From an optimization exercise on the open Yosys and OpenROAD flow, aimed at small area, a short achievable clock period and few clock cycles per item; shortcuts taken in it are not production practice.
No functional check of the RTL was part of any run shown here.

==> flow/design.v, too long to show whole: its modules and the start of the top module <==
// module add_sub: 7 lines
// module multi: 1766 lines
// module benc: 5 lines
// module fa: 4 lines
// module ha: 4 lines
module multi #(parameter N = 32) (a,b,clk,out,load,done);
  // ...
==> flow/run.sh <==
#!/bin/bash
# synth_recipe.tcl (not shown) runs the flow's synth.tcl, then flattens the netlist and writes it again
# the make line also repeats each setting of config.mk as NAME=value (left out here)
make -C /OpenROAD-flow-scripts/flow DESIGN_CONFIG=/design/flow/config.mk WORK_HOME=/design/flow/orfs CLKGATE_MAP_FILE= SYNTH_SCRIPT=/design/flow/synth_recipe.tcl finish
==> flow/config.mk <==
export PLATFORM = sky130hd
export DESIGN_NAME = multi
export DESIGN_NICKNAME = multi
export VERILOG_FILES = /design/flow/design.v
export SDC_FILE = /design/flow/constraint.sdc
export NUM_CORES = 4
export LEC_CHECK = 0
export ABC_AREA = 1
export CAP_MARGIN = 20
export CORE_MARGIN = 2
export CORE_UTILIZATION = 50
export SLEW_MARGIN = 20
export SYNTH_HIERARCHICAL = 1
==> flow/constraint.sdc <==
create_clock -name core_clock -period 4.0 [get_ports {clk}]
set_input_delay 0.8000 -clock core_clock [delete_from_list [all_inputs] [get_ports {clk}]]
set_output_delay 0.8000 -clock core_clock [all_outputs]
set_load 0.01 [all_outputs]
==> results.toml, run 1 <==
[status]
status = "failed layout checks"
checkFailReasons = "setup timing"

[critical_path]
cp-start-kind = "input port"
worst-path-max-fanout = 4
critPathTopFamily = "adder cells"
slowest_delay_ns = 0.53
critPathRequiredTime_ns = 4.21

[cells_and_area]
final_util = 0.630
multi_input_area_share = 0.630
area_delta_synth_final_pct = 25.1
final_nets = 4537
clock_buffers = 17
drive_above_1_share = 0.242
ff_latch_area_mm2 = 0.00544
largest_class = "multi-input gates"

[clock_tree]
cts_max_path_buffers = 2
clkSinkCount = 181

[synthesis]
yosys_warnings = 7
syn_area_per_cell_um2 = 8.62
synth_top_family_by_area = "adder cells"

[global_route]
met3_usage = 0.0568
grt_util_met2 = 0.549
grt_pass1_vias = 27300

[timing]
setup_viol = 1
setup_ws_ns = -0.00979
rsz0062_at_grt = "yes"

[drt]
wl_met3_mm = 9.13
via_count = 27200
wirelength_mm = 111

[floorplanning]
nWellTaps = 790

[worst_hold_path]
hold_path_end = "r[5]$_DFFE_PP_"
holdCritStartpoint = "load"

[place]
placed_cell_area_mm2 = 0.0356
place.gp.congestion = 0.967
==> run 2: changes to the inputs <==
--- a/flow/design.v
+++ b/flow/design.v
@@ -5,17 +5,17 @@
 input cin;
 assign add = a + b + cin;
 endmodule
 module multi #(parameter N = 32) (a,b,clk,out,load,done);
   input [N-1:0] a,b;
   input clk,load;
   output [2*N-1:0] out;
   output done;
-  reg [180:0] r;
+  reg [164:0] r;
   reg dn;
   wire neg0 = b[1];
   wire one0_0, two0_0, ng0_0;
   benc ue0_0 (b[1], b[0], 1'b0, one0_0, two0_0, ng0_0);
   wire one0_1, two0_1, ng0_1;
   benc ue0_1 (b[1], b[0], 1'b0, one0_1, two0_1, ng0_1);
   wire neg1 = b[3];
   wire one1_0, two1_0, ng1_0;
@@ -1393,36 +1393,16 @@
   wire s771, c772;
   fa us771 (c600, c598, s601, s771, c772);
   wire s773, c774;
   fa us773 (c604, c602, s605, s773, c774);
   wire s775, c776;
   fa us775 (c608, c606, s609, s775, c776);
   wire s777, c778;
   fa us777 (c612, c610, s613, s777, c778);
-  wire s779, c780;
-  fa us779 (c616, c614, s617, s779, c780);
-  wire s781, c782;
-  fa us781 (c620, c618, s621, s781, c782);
-  wire s783, c784;
-  fa us783 (c624, c622, s625, s783, c784);
-  wire s785, c786;
-  fa us785 (c628, c626, s629, s785, c786);
-  wire s787, c788;
-  fa us787 (c632, c630, s633, s787, c788);
-  wire s789, c790;
-  fa us789 (c636, c634, s637, s789, c790);
-  wire s791, c792;
-  fa us791 (c640, c638, s641, s791, c792);
-  wire s793, c794;
-  fa us793 (c644, c642, s645, s793, c794);
-  wire s795, c796;
-  fa us795 (c648, c646, s649, s795, c796);
-  wire s797, c798;
-  fa us797 (c652, c650, s653, s797, c798);
   wire s799, c800;
   fa us799 (s659, c654, s657, s799, c800);
   wire s801, c802;
   fa us801 (c660, c658, s661, s801, c802);
   wire s803, c804;
   fa us803 (c664, c662, s665, s803, c804);
   wire s805, c806;
   fa us805 (c668, s669, c666, s805, c806);
@@ -1453,326 +1433,330 @@
   wire s831, c832;
   fa us831 (c718, s721, s723, s831, c832);
   wire s833, c834;
   fa us833 (c722, p15_26, c724, s833, c834);
   wire s835, c836;
   fa us835 (s727, p14_29, p15_27, s835, c836);
   wire s837, c838;
   fa us837 (p14_30, c728, p13_32, s837, c838);
-  wire s839 = ~p14_31;
-  wire c840 = p14_31;
-  always @(posedge clk) begin
-    if (load) begin
-      dn <= 1'b1;
-      r[0] <= neg0;
-      r[1] <= p0_0;
-      r[2] <= p0_1;
-      r[3] <= neg1;
-      r[4] <= p0_2;
-      r[5] <= p1_0;
-      r[6] <= p0_3;
-      r[7] <= p1_1;
-      r[8] <= s729;
-      r[9] <= p1_2;
-      r[10] <= p2_0;
-      r[11] <= c730;
-      r[12] <= s731;
-      r[13] <= p2_1;
-      r[14] <= c732;
-      r[15] <= s733;
-      r[16] <= s529;
-      r[17] <= c734;
-      r[18] <= s735;
-      r[19] <= s531;
-      r[20] <= c736;
-      r[21] <= s737;
-      r[22] <= s533;
-      r[23] <= c738;
-      r[24] <= s739;
-      r[25] <= s537;
-      r[26] <= c740;
-      r[27] <= s741;
-      r[28] <= s543;
-      r[29] <= c742;
-      r[30] <= s743;
-      r[31] <= s547;
-      r[32] <= c744;
-      r[33] <= s745;
-      r[34] <= s551;
-      r[35] <= c746;
-      r[36] <= s747;
-      r[37] <= s555;
-      r[38] <= c748;
-      r[39] <= s749;
-      r[40] <= s559;
-      r[41] <= c750;
-      r[42] <= s751;
-      r[43] <= s563;
-      r[44] <= c752;
-      r[45] <= s753;
-      r[46] <= s567;
-      r[47] <= c754;
-      r[48] <= s755;
-      r[49] <= s571;
-      r[50] <= c756;
-      r[51] <= s757;
-      r[52] <= s575;
-      r[53] <= c758;
-      r[54] <= s759;
-      r[55] <= s579;
-      r[56] <= c760;
-      r[57] <= s761;
-      r[58] <= s583;
-      r[59] <= c762;
-      r[60] <= s763;
-      r[61] <= s587;
-      r[62] <= c764;
-      r[63] <= s765;
-      r[64] <= s591;
-      r[65] <= c766;
-      r[66] <= s767;
-      r[67] <= s595;
-      r[68] <= c768;
-      r[69] <= s769;
-      r[70] <= s599;
-      r[71] <= c770;
-      r[72] <= s771;
-      r[73] <= s603;
-      r[74] <= c772;
-      r[75] <= s773;
-      r[76] <= s607;
-      r[77] <= c774;
-      r[78] <= s775;
-      r[79] <= s611;
-      r[80] <= c776;
-      r[81] <= s777;
-      r[82] <= s615;
-      r[83] <= c778;
-      r[84] <= s779;
-      r[85] <= s619;
-      r[86] <= c780;
-      r[87] <= s781;
-      r[88] <= s623;
-      r[89] <= c782;
-      r[90] <= s783;
-      r[91] <= s627;
-      r[92] <= c784;
-      r[93] <= s785;
-      r[94] <= s631;
-      r[95] <= c786;
-      r[96] <= s787;
-      r[97] <= s635;
-      r[98] <= c788;
-      r[99] <= s789;
-      r[100] <= s639;
-      r[101] <= c790;
-      r[102] <= s791;
-      r[103] <= s643;
-      r[104] <= c792;
-      r[105] <= s793;
-      r[106] <= s647;
-      r[107] <= c794;
-      r[108] <= s795;
-      r[109] <= s651;
-      r[110] <= c796;
-      r[111] <= s797;
-      r[112] <= s655;
-      r[113] <= c798;
-      r[114] <= s799;
-      r[115] <= c656;
-      r[116] <= c800;
-      r[117] <= s801;
-      r[118] <= s663;
-      r[119] <= c802;
-      r[120] <= s803;
-      r[121] <= s667;
-      r[122] <= c804;
-      r[123] <= s805;
-      r[124] <= s671;
-      r[125] <= c806;
-      r[126] <= s807;
-      r[127] <= s675;
-      r[128] <= c808;
-      r[129] <= s809;
-      r[130] <= s679;
-      r[131] <= c810;
-      r[132] <= s811;
-      r[133] <= s683;
-      r[134] <= c812;
-      r[135] <= s813;
-      r[136] <= s687;
-      r[137] <= c814;
-      r[138] <= s815;
-      r[139] <= s691;
-      r[140] <= c816;
-      r[141] <= s817;
-      r[142] <= c692;
-      r[143] <= c818;
-      r[144] <= s819;
-      r[145] <= c696;
-      r[146] <= c820;
-      r[147] <= s821;
-      r[148] <= s703;
-      r[149] <= c822;
-      r[150] <= s823;
-      r[151] <= c704;
-      r[152] <= c824;
-      r[153] <= s825;
-      r[154] <= s711;
-      r[155] <= c826;
-      r[156] <= s827;
-      r[157] <= c712;
-      r[158] <= c828;
-      r[159] <= s829;
-      r[160] <= c716;
-      r[161] <= c830;
-      r[162] <= s831;
-      r[163] <= c720;
-      r[164] <= c832;
-      r[165] <= s833;
-      r[166] <= s725;
-      r[167] <= c834;
-      r[168] <= s835;
-      r[169] <= c726;
-      r[170] <= c836;
-      r[171] <= s837;
-      r[172] <= p15_28;
-      r[173] <= c838;
-      r[174] <= s839;
-      r[175] <= p15_29;
-      r[176] <= c840;
-      r[177] <= p14_32;
-      r[178] <= p15_30;
-      r[179] <= p15_31;
-      r[180] <= p15_32;
-    end
-  end
   wire s841, c842;
-  ha us841 (r[3], r[4], s841, c842);
+  ha us841 (neg1, p0_2, s841, c842);
   wire s843, c844;
-  ha us843 (r[6], r[7], s843, c844);
+  ha us843 (p0_3, p1_1, s843, c844);
   wire s845, c846;
-  fa us845 (r[10], r[8], r[9], s845, c846);
+  fa us845 (s729, p1_2, p2_0, s845, c846);
   wire s847, c848;
-  fa us847 (r[13], r[11], r[12], s847, c848);
+  fa us847 (s731, p2_1, c730, s847, c848);
   wire s849, c850;
-  fa us849 (r[16], r[14], r[15], s849, c850);
+  fa us849 (s733, c732, s529, s849, c850);
   wire s851, c852;
-  fa us851 (r[19], r[17], r[18], s851, c852);
+  fa us851 (s735, s531, c734, s851, c852);
   wire s853, c854;
-  fa us853 (r[22], r[20], r[21], s853, c854);
+  fa us853 (s737, s533, c736, s853, c854);
   wire s855, c856;
-  fa us855 (r[25], r[23], r[24], s855, c856);
+  fa us855 (s739, s537, c738, s855, c856);
   wire s857, c858;
-  fa us857 (r[28], r[26], r[27], s857, c858);
+  fa us857 (s741, s543, c740, s857, c858);
   wire s859, c860;
-  fa us859 (r[31], r[29], r[30], s859, c860);
+  fa us859 (s743, s547, c742, s859, c860);
   wire s861, c862;
-  fa us861 (r[34], r[32], r[33], s861, c862);
+  fa us861 (s745, s551, c744, s861, c862);
   wire s863, c864;
-  fa us863 (r[37], r[35], r[36], s863, c864);
+  fa us863 (s747, s555, c746, s863, c864);
   wire s865, c866;
-  fa us865 (r[40], r[38], r[39], s865, c866);
+  fa us865 (s749, s559, c748, s865, c866);
   wire s867, c868;
-  fa us867 (r[43], r[41], r[42], s867, c868);
+  fa us867 (s751, s563, c750, s867, c868);
   wire s869, c870;
-  fa us869 (r[46], r[44], r[45], s869, c870);
+  fa us869 (s753, s567, c752, s869, c870);
   wire s871, c872;
-  fa us871 (r[49], r[47], r[48], s871, c872);
+  fa us871 (s755, s571, c754, s871, c872);
   wire s873, c874;
-  fa us873 (r[52], r[50], r[51], s873, c874);
+  fa us873 (s757, s575, c756, s873, c874);
+  wire s935, c936;
+  fa us935 (c818, c696, s819, s935, c936);
+  wire s937, c938;
+  fa us937 (s821, s703, c820, s937, c938);
+  wire s939, c940;
+  fa us939 (s823, c704, c822, s939, c940);
+  wire s941, c942;
+  fa us941 (c824, s711, s825, s941, c942);
+  wire s943, c944;
+  fa us943 (s827, c712, c826, s943, c944);
+  wire s945, c946;
+  fa us945 (c828, c716, s829, s945, c946);
+  wire s947, c948;
+  fa us947 (c830, c720, s831, s947, c948);
+  wire s949, c950;
+  fa us949 (c832, s725, s833, s949, c950);
+  wire s951, c952;
+  fa us951 (c834, c726, s835, s951, c952);
+  wire s953, c954;
+  fa us953 (s837, p15_28, c836, s953, c954);
+  always @(posedge clk) begin
+    if (load) begin
+      dn <= 1'b1;
+      r[0] <= c614;
+      r[1] <= s617;
+      r[2] <= c616;
+      r[3] <= c618;
+      r[4] <= s621;
+      r[5] <= c620;
+      r[6] <= c622;
+      r[7] <= s625;
+      r[8] <= c624;
+      r[9] <= c626;
+      r[10] <= s629;
+      r[11] <= c628;
+      r[12] <= c630;
+      r[13] <= s633;
+      r[14] <= c632;
+      r[15] <= c634;
+      r[16] <= s637;
+      r[17] <= c636;
+      r[18] <= c638;
+      r[19] <= s641;
+      r[20] <= c640;
+      r[21] <= c642;
+      r[22] <= s645;
+      r[23] <= c644;
+      r[24] <= c646;
+      r[25] <= s649;
+      r[26] <= c648;
+      r[27] <= c650;
+      r[28] <= s653;
+      r[29] <= c652;
+      r[30] <= p14_31;
+      r[31] <= s579;
+      r[32] <= c758;
+      r[33] <= s759;
+      r[34] <= s583;
+      r[35] <= c760;
+      r[36] <= s761;
+      r[37] <= s587;
+      r[38] <= c762;
+      r[39] <= s763;
+      r[40] <= s591;
+      r[41] <= c764;
+      r[42] <= s765;
+      r[43] <= s595;
+      r[44] <= c766;
+      r[45] <= s767;
+      r[46] <= s599;
+      r[47] <= c768;
+      r[48] <= s769;
+      r[49] <= s603;
+      r[50] <= c770;
+      r[51] <= s771;
+      r[52] <= s607;
+      r[53] <= c772;
+      r[54] <= s773;
+      r[55] <= s611;
+      r[56] <= c774;
+      r[57] <= s775;
+      r[58] <= s615;
+      r[59] <= c776;
+      r[60] <= s777;
+      r[61] <= s619;
+      r[62] <= c778;
+      r[63] <= s623;
+      r[64] <= s627;
+      r[65] <= s631;
+      r[66] <= s635;
+      r[67] <= s639;
+      r[68] <= s643;
+      r[69] <= s647;
+      r[70] <= s651;
+      r[71] <= s655;
+      r[72] <= c656;
+      r[73] <= s799;
+      r[74] <= s663;
+      r[75] <= s801;
+      r[76] <= c800;
+      r[77] <= s667;
+      r[78] <= c802;
+      r[79] <= s803;
+      r[80] <= s671;
+      r[81] <= c804;
+      r[82] <= s805;
+      r[83] <= s675;
+      r[84] <= c806;
+      r[85] <= s807;
+      r[86] <= s679;
+      r[87] <= s809;
+      r[88] <= c808;
+      r[89] <= s683;
+      r[90] <= c810;
+      r[91] <= s811;
+      r[92] <= s687;
+      r[93] <= s813;
+      r[94] <= c812;
+      r[95] <= s691;
+      r[96] <= c814;
+      r[97] <= s815;
+      r[98] <= c692;
+      r[99] <= s817;
+      r[100] <= c816;
+      r[101] <= p15_29;
+      r[102] <= c838;
+      r[103] <= p14_32;
+      r[104] <= p15_30;
+      r[105] <= p15_31;
+      r[106] <= neg0;
+      r[107] <= p0_0;
+      r[108] <= p0_1;
+      r[109] <= s841;
+      r[110] <= p1_0;
+      r[111] <= c842;
+      r[112] <= s843;
+      r[113] <= c844;
+      r[114] <= s845;
+      r[115] <= c846;
+      r[116] <= s847;
+      r[117] <= c848;
+      r[118] <= s849;
+      r[119] <= c850;
+      r[120] <= s851;
+      r[121] <= c852;
+      r[122] <= s853;
+      r[123] <= c854;
+      r[124] <= s855;
+      r[125] <= c856;
+      r[126] <= s857;
+      r[127] <= c858;
+      r[128] <= s859;
+      r[129] <= c860;
+      r[130] <= s861;
+      r[131] <= c862;
+      r[132] <= s863;
+      r[133] <= c864;
+      r[134] <= s865;
+      r[135] <= c866;
+      r[136] <= s867;
+      r[137] <= c868;
+      r[138] <= s869;
+      r[139] <= c870;
+      r[140] <= s871;
+      r[141] <= c872;
+      r[142] <= s873;
+      r[143] <= c874;
+      r[144] <= s935;
+      r[145] <= c936;
+      r[146] <= s937;
+      r[147] <= c938;
+      r[148] <= s939;
+      r[149] <= c940;
+      r[150] <= s941;
+      r[151] <= c942;
+      r[152] <= s943;
+      r[153] <= c944;
+      r[154] <= s945;
+      r[155] <= c946;
+      r[156] <= s947;
+      r[157] <= c948;
+      r[158] <= s949;
+      r[159] <= c950;
+      r[160] <= s951;
+      r[161] <= c952;
+      r[162] <= s953;
+      r[163] <= c954;
+      r[164] <= p15_32;
+    end
+  end
+  wire s779, c780;
+  fa us779 (r[2], r[0], r[1], s779, c780);
+  wire s781, c782;
+  fa us781 (r[5], r[3], r[4], s781, c782);
+  wire s783, c784;
+  fa us783 (r[8], r[6], r[7], s783, c784);
+  wire s785, c786;
+  fa us785 (r[11], r[9], r[10], s785, c786);
+  wire s787, c788;
+  fa us787 (r[14], r[12], r[13], s787, c788);
+  wire s789, c790;
+  fa us789 (r[17], r[15], r[16], s789, c790);
+  wire s791, c792;
+  fa us791 (r[20], r[18], r[19], s791, c792);
+  wire s793, c794;
+  fa us793 (r[23], r[21], r[22], s793, c794);
+  wire s795, c796;
+  fa us795 (r[26], r[24], r[25], s795, c796);
+  wire s797, c798;
+  fa us797 (r[29], r[27], r[28], s797, c798);
+  wire s839 = ~r[30];
+  wire c840 = r[30];
   wire s875, c876;
-  fa us875 (r[55], r[53], r[54], s875, c876);
+  fa us875 (r[33], r[31], r[32], s875, c876);
   wire s877, c878;
-  fa us877 (r[58], r[56], r[57], s877, c878);
+  fa us877 (r[36], r[34], r[35], s877, c878);
   wire s879, c880;
-  fa us879 (r[61], r[59], r[60], s879, c880);
+  fa us879 (r[39], r[37], r[38], s879, c880);
   wire s881, c882;
-  fa us881 (r[64], r[62], r[63], s881, c882);
+  fa us881 (r[42], r[40], r[41], s881, c882);
   wire s883, c884;
-  fa us883 (r[67], r[65], r[66], s883, c884);
+  fa us883 (r[45], r[43], r[44], s883, c884);
   wire s885, c886;
-  fa us885 (r[70], r[68], r[69], s885, c886);
+  fa us885 (r[48], r[46], r[47], s885, c886);
   wire s887, c888;
-  fa us887 (r[73], r[71], r[72], s887, c888);
+  fa us887 (r[51], r[49], r[50], s887, c888);
   wire s889, c890;
-  fa us889 (r[76], r[74], r[75], s889, c890);
+  fa us889 (r[54], r[52], r[53], s889, c890);
   wire s891, c892;
-  fa us891 (r[79], r[77], r[78], s891, c892);
+  fa us891 (r[57], r[55], r[56], s891, c892);
   wire s893, c894;
-  fa us893 (r[82], r[80], r[81], s893, c894);
+  fa us893 (r[60], r[58], r[59], s893, c894);
   wire s895, c896;
-  fa us895 (r[85], r[83], r[84], s895, c896);
+  fa us895 (s779, r[61], r[62], s895, c896);
   wire s897, c898;
-  fa us897 (r[88], r[86], r[87], s897, c898);
+  fa us897 (s781, r[63], c780, s897, c898);
   wire s899, c900;
-  fa us899 (r[91], r[89], r[90], s899, c900);
+  fa us899 (s783, r[64], c782, s899, c900);
   wire s901, c902;
-  fa us901 (r[94], r[92], r[93], s901, c902);
+  fa us901 (s785, r[65], c784, s901, c902);
   wire s903, c904;
-  fa us903 (r[97], r[95], r[96], s903, c904);
+  fa us903 (s787, r[66], c786, s903, c904);
   wire s905, c906;
-  fa us905 (r[100], r[98], r[99], s905, c906);
+  fa us905 (s789, r[67], c788, s905, c906);
   wire s907, c908;
-  fa us907 (r[103], r[101], r[102], s907, c908);
+  fa us907 (s791, r[68], c790, s907, c908);
   wire s909, c910;
-  fa us909 (r[106], r[104], r[105], s909, c910);
+  fa us909 (s793, r[69], c792, s909, c910);
   wire s911, c912;
-  fa us911 (r[109], r[107], r[108], s911, c912);
+  fa us911 (s795, r[70], c794, s911, c912);
   wire s913, c914;
-  fa us913 (r[112], r[110], r[111], s913, c914);
+  fa us913 (s797, r[71], c796, s913, c914);
   wire s915, c916;
-  fa us915 (r[115], r[113], r[114], s915, c916);
+  fa us915 (c798, r[72], r[73], s915, c916);
   wire s917, c918;
-  fa us917 (r[118], r[116], r[117], s917, c918);
+  fa us917 (r[76], r[74], r[75], s917, c918);
   wire s919, c920;
-  fa us919 (r[121], r[119], r[120], s919, c920);
+  fa us919 (r[79], r[77], r[78], s919, c920);
   wire s921, c922;
-  fa us921 (r[124], r[122], r[123], s921, c922);
+  fa us921 (r[82], r[80], r[81], s921, c922);
   wire s923, c924;
-  fa us923 (r[127], r[125], r[126], s923, c924);
+  fa us923 (r[85], r[83], r[84], s923, c924);
   wire s925, c926;
-  fa us925 (r[130], r[128], r[129], s925, c926);
+  fa us925 (r[88], r[86], r[87], s925, c926);
   wire s927, c928;
-  fa us927 (r[133], r[131], r[132], s927, c928);
+  fa us927 (r[91], r[89], r[90], s927, c928);
   wire s929, c930;
-  fa us929 (r[136], r[134], r[135], s929, c930);
+  fa us929 (r[94], r[92], r[93], s929, c930);
   wire s931, c932;
-  fa us931 (r[139], r[137], r[138], s931, c932);
+  fa us931 (r[97], r[95], r[96], s931, c932);
   wire s933, c934;
-  fa us933 (r[142], r[140], r[141], s933, c934);
-  wire s935, c936;
-  fa us935 (r[145], r[143], r[144], s935, c936);
-  wire s937, c938;
-  fa us937 (r[148], r[146], r[147], s937, c938);
-  wire s939, c940;
-  fa us939 (r[151], r[149], r[150], s939, c940);
-  wire s941, c942;
-  fa us941 (r[154], r[152], r[153], s941, c942);
-  wire s943, c944;
-  fa us943 (r[157], r[155], r[156], s943, c944);
-  wire s945, c946;
-  fa us945 (r[160], r[158], r[159], s945, c946);
-  wire s947, c948;
-  fa us947 (r[163], r[161], r[162], s947, c948);
-  wire s949, c950;
-  fa us949 (r[166], r[164], r[165], s949, c950);
-  wire s951, c952;
-  fa us951 (r[169], r[167], r[168], s951, c952);
-  wire s953, c954;
-  fa us953 (r[172], r[170], r[171], s953, c954);
+  fa us933 (r[100], r[98], r[99], s933, c934);
   wire s955, c956;
-  fa us955 (r[175], r[173], r[174], s955, c956);
+  fa us955 (s839, r[101], r[102], s955, c956);
   wire s957, c958;
-  fa us957 (r[178], r[176], r[177], s957, c958);
-  wire s959 = ~r[179];
-  wire c960 = r[179];
-  wire [2*N-1:0] x0 = {1'b1, c960, c958, c956, c954, c952, c950, c948, c946, c944, c942, c940, c938, c936, c934, c932, c930, c928, c926, c924, c922, c920, c918, c916, c914, c912, c910, c908, c906, c904, c902, c900, c898, c896, c894, c892, c890, c888, c886, c884, c882, c880, c878, c876, c874, c872, c870, c868, c866, c864, c862, c860, c858, c856, c854, c852, c850, c848, c846, c844, c842, s841, r[2], r[0]};
-  wire [2*N-1:0] x1 = {1'b0, r[180], s959, s957, s955, s953, s951, s949, s947, s945, s943, s941, s939, s937, s935, s933, s931, s929, s927, s925, s923, s921, s919, s917, s915, s913, s911, s909, s907, s905, s903, s901, s899, s897, s895, s893, s891, s889, s887, s885, s883, s881, s879, s877, s875, s873, s871, s869, s867, s865, s863, s861, s859, s857, s855, s853, s851, s849, s847, s845, s843, r[5], 1'b0, r[1]};
+  fa us957 (r[104], c840, r[103], s957, c958);
+  wire s959 = ~r[105];
+  wire c960 = r[105];
+  wire [2*N-1:0] x0 = {1'b1, c960, c958, c956, r[163], r[161], r[159], r[157], r[155], r[153], r[151], r[149], r[147], r[145], c934, c932, c930, c928, c926, c924, c922, c920, c918, c916, c914, c912, c910, c908, c906, c904, c902, c900, c898, c896, c894, c892, c890, c888, c886, c884, c882, c880, c878, c876, r[143], r[141], r[139], r[137], r[135], r[133], r[131], r[129], r[127], r[125], r[123], r[121], r[119], r[117], r[115], r[113], r[111], r[109], r[108], r[106]};
+  wire [2*N-1:0] x1 = {1'b0, r[164], s959, s957, s955, r[162], r[160], r[158], r[156], r[154], r[152], r[150], r[148], r[146], r[144], s933, s931, s929, s927, s925, s923, s921, s919, s917, s915, s913, s911, s909, s907, s905, s903, s901, s899, s897, s895, s893, s891, s889, s887, s885, s883, s881, s879, s877, s875, r[142], r[140], r[138], r[136], r[134], r[132], r[130], r[128], r[126], r[124], r[122], r[120], r[118], r[116], r[114], r[112], r[110], 1'b0, r[107]};
   assign out = x0 + x1;
   assign done = dn;
 endmodule
 module benc (input b1, input b0, input bm1, output one, output two, output neg);
   assign one = b0 ^ bm1;
   assign two = (b1 & ~b0 & ~bm1) | (~b1 & b0 & bm1);
   assign neg = b1;
 endmodule
--- a/flow/config.mk
+++ b/flow/config.mk
@@ -4,10 +4,11 @@
 export VERILOG_FILES = /design/flow/design.v
 export SDC_FILE = /design/flow/constraint.sdc
 export NUM_CORES = 4
 export LEC_CHECK = 0
 export ABC_AREA = 1
 export CAP_MARGIN = 20
 export CORE_MARGIN = 2
 export CORE_UTILIZATION = 50
+export SETUP_SLACK_MARGIN = 0.1
 export SLEW_MARGIN = 20
 export SYNTH_HIERARCHICAL = 1
==> run 2 against run 1 <==
Against the previous run:
- routed wire length decreased by 2.1%
- final area fell by 0.86%
- highest routed layer unchanged
- the layout still fails its checks (setup timing)
- area after synthesis fell by 1.5%
- hold slack better by 0.0059 ns
- first-iteration DRC count increased by 4.8%
- critical endpoint is now out[60]
==> results.toml, run 2 <==
[status]
status = "failed layout checks"
checkFailReasons = "setup timing"

[floorplanning]
start_util = 0.505
fp.dieArea_mm2 = 0.0629
fp.dieW_um = 251
io_pins = 131
coreArea_mm2 = 0.0602
fp.dieH_um = 251
num_rows = 90

[timing]
holdWs_ns = 0.816
relSlewSlack = 0.482
hold_viol = 0
setup_viol = 32
post-route-period-util = 1.05
tightestPinTransition_ns = 0.769
rsz0062_at_grt = "yes"
setup_ws_ns = -0.219
fmax_ghz = 0.237
min_period_ns = 4.22
setup_tns_ns = -3.52
finalMaxSlewViolations = 0

[clock_tree]
cts_tree = "done"
root_buffer = "clkbuf_16"
cts_max_path_buffers = 2
clk_pin_slew_worst_paths_ns = 0.07
cts_hold_buf = 0
cts_buffers = 17
clkSinkCount = 165
htreeDepth = 4

[drt]
viasPerCell = 5.72
dr.pass1.iters = 5
wl_per_cell_um = 22.8
antenna_left = 0
via_count = 27200
drtIter0Drc = 2684
wirelength_mm = 108
drc = 0

[global_route]
grt_pass1_vias = 27200
antenna_found_initial = 0
grt_first_pass_wirelength_mm = 162
grt_use_total = 0.344
grt_remaining_overflow = 0
grt_max_degree = 67

[synthesis]
synth_most_common_cell = "nand2_1"
yosys.area.top_type_share = 0.280
synth-seq-area-share = 0.163
ys_ff_latch = 165
yosys_warnings = 7
ys_top_cells_by_area = "fa_1 (28%), xor2_1 (16%), edfxtp_1 (16%)"
synth_edf_count = 165
syn_area_per_cell_um2 = 8.54
async_flop_share = 0
syn-cell-area_mm2 = 0.0304
synth_area_leader_cell = "fa_1"
synthCells = 3563
yosysUniqueCellTypes = 34
synth-main-ff-cell = "edfxtp_1"
yosys-top-cells-count = "nand2_1 (637), xor2_1 (571), inv_1 (535), o22ai_1 (496), fa_1 (425)"

[job]
max_cap_violations = 0

[critical_path]
cp-start-kind = "flip-flop"
worstPathArrival_ns = 3.42
cp-end-kind = "output port"
worst-path-max-fanout = 4
cp-endpoint = "out[60]"
crit_start = "r[14]$_DFFE_PP_"
critPathRequiredTime_ns = 3.20
criticalPathCategory = "reg -> out"

[cells_and_area]
area_delta_synth_final_pct = 26.0
largest_reg_flops = 165
regMostFlops = "r"
final_cells = 4751
multi_input_area_mm2 = 0.0241
ff_latch_area_mm2 = 0.00495
final_cell_mix = "xor2_1 (547), nand2_1 (514), inv_1 (473), o22ai_1 (454), buf_4 (410)"
final_common_cell = "xor2_1"
fillers = 5151
final_nets = 4559
reg_top3 = "r (165)"
final_util = 0.637
drive_above_1_share = 0.259

[place]
port_buffers = 129
dp_hpwl_mm = 88.7
place.gp.congestion = 0.968
dp_cells = 4678

[worst_hold_path]
hp-class = "in -> reg"
==> run 2: cell count changes in the layout (fill, tap and decap cells not counted), moves of 24 or more <==
cell and delta:
o22ai_1 +24, nand2_2 +44, ha_1 +27, inv_1 -29, nand2_1 -69, buf_4 +37
==> run 2: worst min-delay path by stage <==
stage	start	to	slack [ns]	cells after the start
finish	load	r[106]$_DFFE_PP_	0.82	1
CTS	load	r[106]$_DFFE_PP_	0.81	1
floorplan	b[1]	r[106]$_DFFE_PP_	0.90	0
global placement	load	r[107]$_DFFE_PP_	1.29	1
detailed placement	load	r[106]$_DFFE_PP_	1.30	1
global route	load	r[106]$_DFFE_PP_	0.82	1
==> run 2: metrics by stage <==
stage          cell area (µm²)  setup WS, ns
2_1_floorplan            30500         0.107
3_5_place_dp             35600        -0.703
3_3_place_gp             35600        -0.645
4_1_cts                  37400        -0.252
5_1_grt                  38300        -0.367
6_report                 38300        -0.219
==> run 2: layer usage <==
metal	track usage	routed length, µm	vias to the layer above
met3	0.0742	10800	223
met4	0.126	4260	0
li1	-	-	12300
met5	0	0	-
met2	0.532	48100	1387
met1	0.476	45100	13300
==> run 2: area by class of cell <==
type / instances / share of cell area
antenna: 1 / 0.0000653
clock buffer: 17 / 0.0111
clock inverter: 14 / 0.00418
inverter: 540 / 0.0540
multi-input combinational: 2607 / 0.629
sequential: 165 / 0.129
tap: 782 / 0.0255
timing repair buffer: 625 / 0.146
==> run 2: what timing repair did <==
action,in CTS,in global routing
endpoints found under the setup margin,128,105
buffers inserted,21,19
resized for setup,494,239
cloned,1,0
pin swaps,131,113
==> run 2: kinds of logic (layout without fill, tap and decap cells) <==
family                     Yosys count  in the layout  synth area share
DFF                                165            165             0.163
other                                2              8          0.000247
adders and majority gates          537            537             0.326
AOI/OAI and AO/OA                  569            569             0.115
buffers and inverters              796           1196             0.104
xor gates and xnor gates           591            591             0.170
and+or+nand+nor                    903            903             0.122
==> run 2: critical path, cell delays in order, from the launching register on <==
cell	delay, ns
edfxtp_1	0.49
fa_1	0.56
fa_1	0.45
ha_4	0.35
nand2_4	0.07
nor2_4	0.11
inv_2	0.07
nor3_4	0.26
nand2_2	0.12
nor2_1	0.09
nand2_1	0.08
nand2_1	0.06
nand2_1	0.04
nand2_1	0.06
buf_2	0.13
==> run 2: modules after synthesis, one instance, submodules excluded <==
module | cell area, µm² | copies in the design | cells inside
fa | 20.0 | 425 | 1
multi | 20100 | 1 | 2843
ha | 12.5 | 39 | 1
benc | 41.3 | 32 | 8

## separate check: timing with driven ports
No port has a modelled driver above. Below, the same layouts with a new extraction and two added sets of constraints.
Step 1 sets driving cells, clkbuf_16 on the clock port and buf_2 on the other inputs (assumed; they add their load-dependent delay and slew).
Step 2 adds t to the input delays and takes it off the output delays; t is the mean of the earliest and latest rising clock arrival at the registers after step 1. Input paths then give back, and output paths get back, about the clock's delay inside the block.
a / b / c = ideal / step 1 / step 2; a / b = the first two.
run	shift t [ns]	setup slack, ns	worst data-port slew with drivers (ns)
run 1	0.518	-0.010 / 0.012 / -0.506	0.08
run 2	0.496	-0.219 / -0.269 / -0.346	0.06
For run 1, which loses most, drivers alone change the setup slack by +0.022 ns; drivers and shift together by -0.496 ns.
